This is an optimization exercise on Yosys and OpenROAD, whose aim is small area, a short achievable clock period and few clock cycles, not a production implementation. Only simulation tests tie the RTL to the original design; equivalence was not proved. No activity file was given, so power comes from the tool's default toggle rates.

## CHIP
module CHIP(
    clk,
    rst_n,
    mem_wen_D,
    mem_addr_D,
    mem_wdata_D,
    mem_rdata_D,
    mem_addr_I,
    mem_rdata_I);
    input         clk, rst_n ;
    output        mem_wen_D  ;
    output [31:0] mem_addr_D ;
    output [31:0] mem_wdata_D;
    input  [31:0] mem_rdata_D;
    output [31:0] mem_addr_I ;
    input  [31:0] mem_rdata_I;
    genvar gi;
    integer i;
    reg  [31:0] pc;              
    reg  [31:0] ea, eb;          
    reg  [31:0] ec;              
    reg  [ 4:0] e_rd;
    reg         e_we, e_ld, e_st, e_br, e_pred, e_jalr, e_mul;
    reg         e_kill;          
    wire        E_WE = e_we & ~e_kill, E_LD = e_ld & ~e_kill, E_ST = e_st & ~e_kill;
    wire        E_BR = e_br & ~e_kill, E_JALR = e_jalr & ~e_kill, E_MUL = e_mul & ~e_kill;
    reg         e_sub, e_slt, e_sll, e_srl, e_selc;
    reg  [ 1:0] e_bf;            
    reg         fa, fb, fc;      
    reg  [31:0] m_res, m_sd;
    reg  [31:0] m_x;             
    reg         m_mul;
    reg  [ 4:0] m_rd;
    reg         m_we, m_ld, m_st;
    reg  [31:0] rf [1:31];
    reg  [31:1] vld;
    wire [31:0] m_prod = m_res + m_sd + m_x;
    wire [31:0] m_wb = m_ld ? mem_rdata_D : m_mul ? m_prod : m_res;
    assign mem_wen_D   = m_st;
    assign mem_addr_D  = m_res;
    assign mem_wdata_D = m_sd;
    assign mem_addr_I  = pc;
    generate
        for (gi = 1; gi < 32; gi = gi + 1) begin : g_rf
            always @(posedge clk) begin
                if (m_we && m_rd == gi) rf[gi] <= m_wb;
            end
            always @(posedge clk or negedge rst_n) begin
                if (!rst_n) vld[gi] <= 1'b0;
                else if (m_we && m_rd == gi) vld[gi] <= 1'b1;
            end
        end
    endgenerate
    wire [31:0] A    = fa ? mem_rdata_D : ea;
    wire [31:0] B    = fb ? mem_rdata_D : eb;
    wire [31:0] C    = fc ? mem_rdata_D : ec;
    wire [31:0] ebx  = e_sub ? ~B : B;
    wire [31:0] sum  = A + ebx + {31'd0, e_sub};
    wire        lt   = (A[31] ^ B[31]) ? A[31] : sum[31];
    wire        eq   = (A == B);
    reg         taken;
    always @(*) begin
        case (e_bf)
            2'b00: taken = eq;
  ...
Size in the first run: ~7200 cells after synthesis, ~1300 flip-flops, about 160 I/O pins, roughly 78000 µm² of cells after synthesis.
==> flow/config.mk <==
export PLATFORM = sky130hd
export DESIGN_NAME = CHIP
export DESIGN_NICKNAME = CHIP
export VERILOG_FILES = /design/flow/design.v
export SDC_FILE = /design/flow/constraint.sdc
export NUM_CORES = 8
export LEC_CHECK = 0
export CAP_MARGIN = 30
export CORE_MARGIN = 2
export CORE_UTILIZATION = 40
export PLACE_DENSITY = 0.6
export SETUP_SLACK_MARGIN = 5
export SLEW_MARGIN = 30
==> flow/constraint.sdc <==
create_clock -name core_clock -period 10.0 [get_ports {clk}]
set_input_delay 2.0000 -clock core_clock [delete_from_list [all_inputs] [get_ports {clk}]]
set_output_delay 2.0000 -clock core_clock [all_outputs]
set_load 0.01 [all_outputs]
run.sh (not shown) runs the stock make flow with config.mk's settings and CLKGATE_MAP_FILE= SYNTH_SCRIPT=/design/flow/synth_recipe.tcl, a recipe that flattens the netlist after the stock synthesis.
Testbench counts at the start, summed over its fixed seeds: cycles 20,907.
Edit:
--- a/flow/design.v
+++ b/flow/design.v
@@ -19,31 +19,31 @@
     reg  [31:0] pc;              
     reg  [31:0] ea, eb;          
     reg  [31:0] ec;              
     reg  [ 4:0] e_rd;
     reg         e_we, e_ld, e_st, e_br, e_pred, e_jalr, e_mul;
     reg         e_kill;          
     wire        E_WE = e_we & ~e_kill, E_LD = e_ld & ~e_kill, E_ST = e_st & ~e_kill;
     wire        E_BR = e_br & ~e_kill, E_JALR = e_jalr & ~e_kill, E_MUL = e_mul & ~e_kill;
     reg         e_sub, e_slt, e_sll, e_srl, e_selc;
     reg  [ 1:0] e_bf;            
     reg         fa, fb, fc;      
     reg  [31:0] m_res, m_sd;
-    reg  [31:0] m_x;             
+    reg  [31:0] m_x, m_y;        
     reg         m_mul;
     reg  [ 4:0] m_rd;
     reg         m_we, m_ld, m_st;
     reg  [31:0] rf [1:31];
     reg  [31:1] vld;
-    wire [31:0] m_prod = m_res + m_sd + m_x;
+    wire [31:0] m_prod = m_res + m_sd + m_x + m_y;
     wire [31:0] m_wb = m_ld ? mem_rdata_D : m_mul ? m_prod : m_res;
     assign mem_wen_D   = m_st;
     assign mem_addr_D  = m_res;
     assign mem_wdata_D = m_sd;
     assign mem_addr_I  = pc;
     generate
         for (gi = 1; gi < 32; gi = gi + 1) begin : g_rf
             always @(posedge clk) begin
                 if (m_we && m_rd == gi) rf[gi] <= m_wb;
             end
             always @(posedge clk or negedge rst_n) begin
                 if (!rst_n) vld[gi] <= 1'b0;
@@ -103,25 +103,24 @@
     wire [63:0] t1b = csa(row[3],  row[4],  row[5]);
     wire [63:0] t1c = csa(row[6],  row[7],  row[8]);
     wire [63:0] t1d = csa(row[9],  row[10], row[11]);
     wire [63:0] t1e = csa(row[12], row[13], row[14]);
     wire [63:0] t2a = csa(t1a[31:0], t1a[63:32], t1b[31:0]);
     wire [63:0] t2b = csa(t1b[63:32], t1c[31:0], t1c[63:32]);
     wire [63:0] t2c = csa(t1d[31:0], t1d[63:32], t1e[31:0]);
     wire [63:0] t2d = csa(t1e[63:32], row[15], row[16]);
     wire [63:0] t3a = csa(t2a[31:0], t2a[63:32], t2b[31:0]);
     wire [63:0] t3b = csa(t2b[63:32], t2c[31:0], t2c[63:32]);
     wire [63:0] t4a = csa(t3a[31:0], t3a[63:32], t3b[31:0]);
     wire [63:0] t4b = csa(t3b[63:32], t2d[31:0], t2d[63:32]);
-    wire [63:0] t5a = csa(t4a[31:0], t4a[63:32], t4b[31:0]);
     reg  [31:0] e_res;
     always @(*) begin
         if (e_selc)      e_res = C;
         else if (e_slt)  e_res = {31'd0, lt};
         else if (e_sll)  e_res = shr_r;
         else if (e_srl)  e_res = shr;
         else             e_res = sum;
     end
     wire [31:0] ins = mem_rdata_I;
     wire [4:0]  op  = ins[6:2];
     wire [2:0]  f3  = ins[14:12];
     wire [4:0]  rs1 = ins[19:15];
@@ -227,17 +226,18 @@
     always @(posedge clk or negedge rst_n) begin
         if (!rst_n) begin
             m_we <= 1'b0; m_ld <= 1'b0; m_st <= 1'b0; m_mul <= 1'b0; m_rd <= 5'd0;
         end else begin
             m_we  <= E_WE;
             m_ld  <= E_LD;
             m_st  <= E_ST;
             m_mul <= E_MUL;
             m_rd  <= e_rd;
         end
     end
     always @(posedge clk) begin
-        m_res <= e_mul ? t5a[31:0] : e_res;
-        m_sd  <= e_mul ? t5a[63:32] : C;
-        m_x   <= t4b[63:32];
+        m_res <= e_mul ? t4a[31:0] : e_res;
+        m_sd  <= e_mul ? t4a[63:32] : C;
+        m_x   <= t4b[31:0];
+        m_y   <= t4b[63:32];
     end
 endmodule
Outcome: Sequential power rises by a few percent. Clock skew barely changes. Total power falls by roughly a tenth. Maximum frequency falls slightly. Core utilization falls by 1.5 points. Combinational power falls by about a fifth. Final cell count falls by a few percent. Critical path depth does not change.
Testbench counts after the change, summed over its fixed seeds: cycles 20,907.

-- static timing again, ports no longer ideal --
The flow's constraints put no driver on any port. The routed layouts listed below were extracted and timed again, unchanged, in two steps.
Step 1: set_driving_cell puts a clkbuf_16 on clk and a buf_2 on each other input, an assumption about the parent block.
Step 2 adds t to the input delays and takes it off the output delays; t is the mean of the earliest and latest rising clock arrival at the registers after step 1. Input paths then give back, and output paths get back, about the clock's delay inside the block.
Three values: ideal, step 1, step 2; two values: the first two.
run	t, ns	slack for setup (ns)	worst setup path after step 2	clock arrival spread, ns
the first run	0.891	4.797 / 4.854 / 3.963	input to register	0.056 / 0.057
the second run	0.897	4.759 / 4.816 / 3.918	input to register	0.057 / 0.057
After both steps setup and hold are still met in every run listed. For the second run, which loses most, drivers alone change the setup slack by +0.057 ns; drivers and shift together by -0.841 ns.
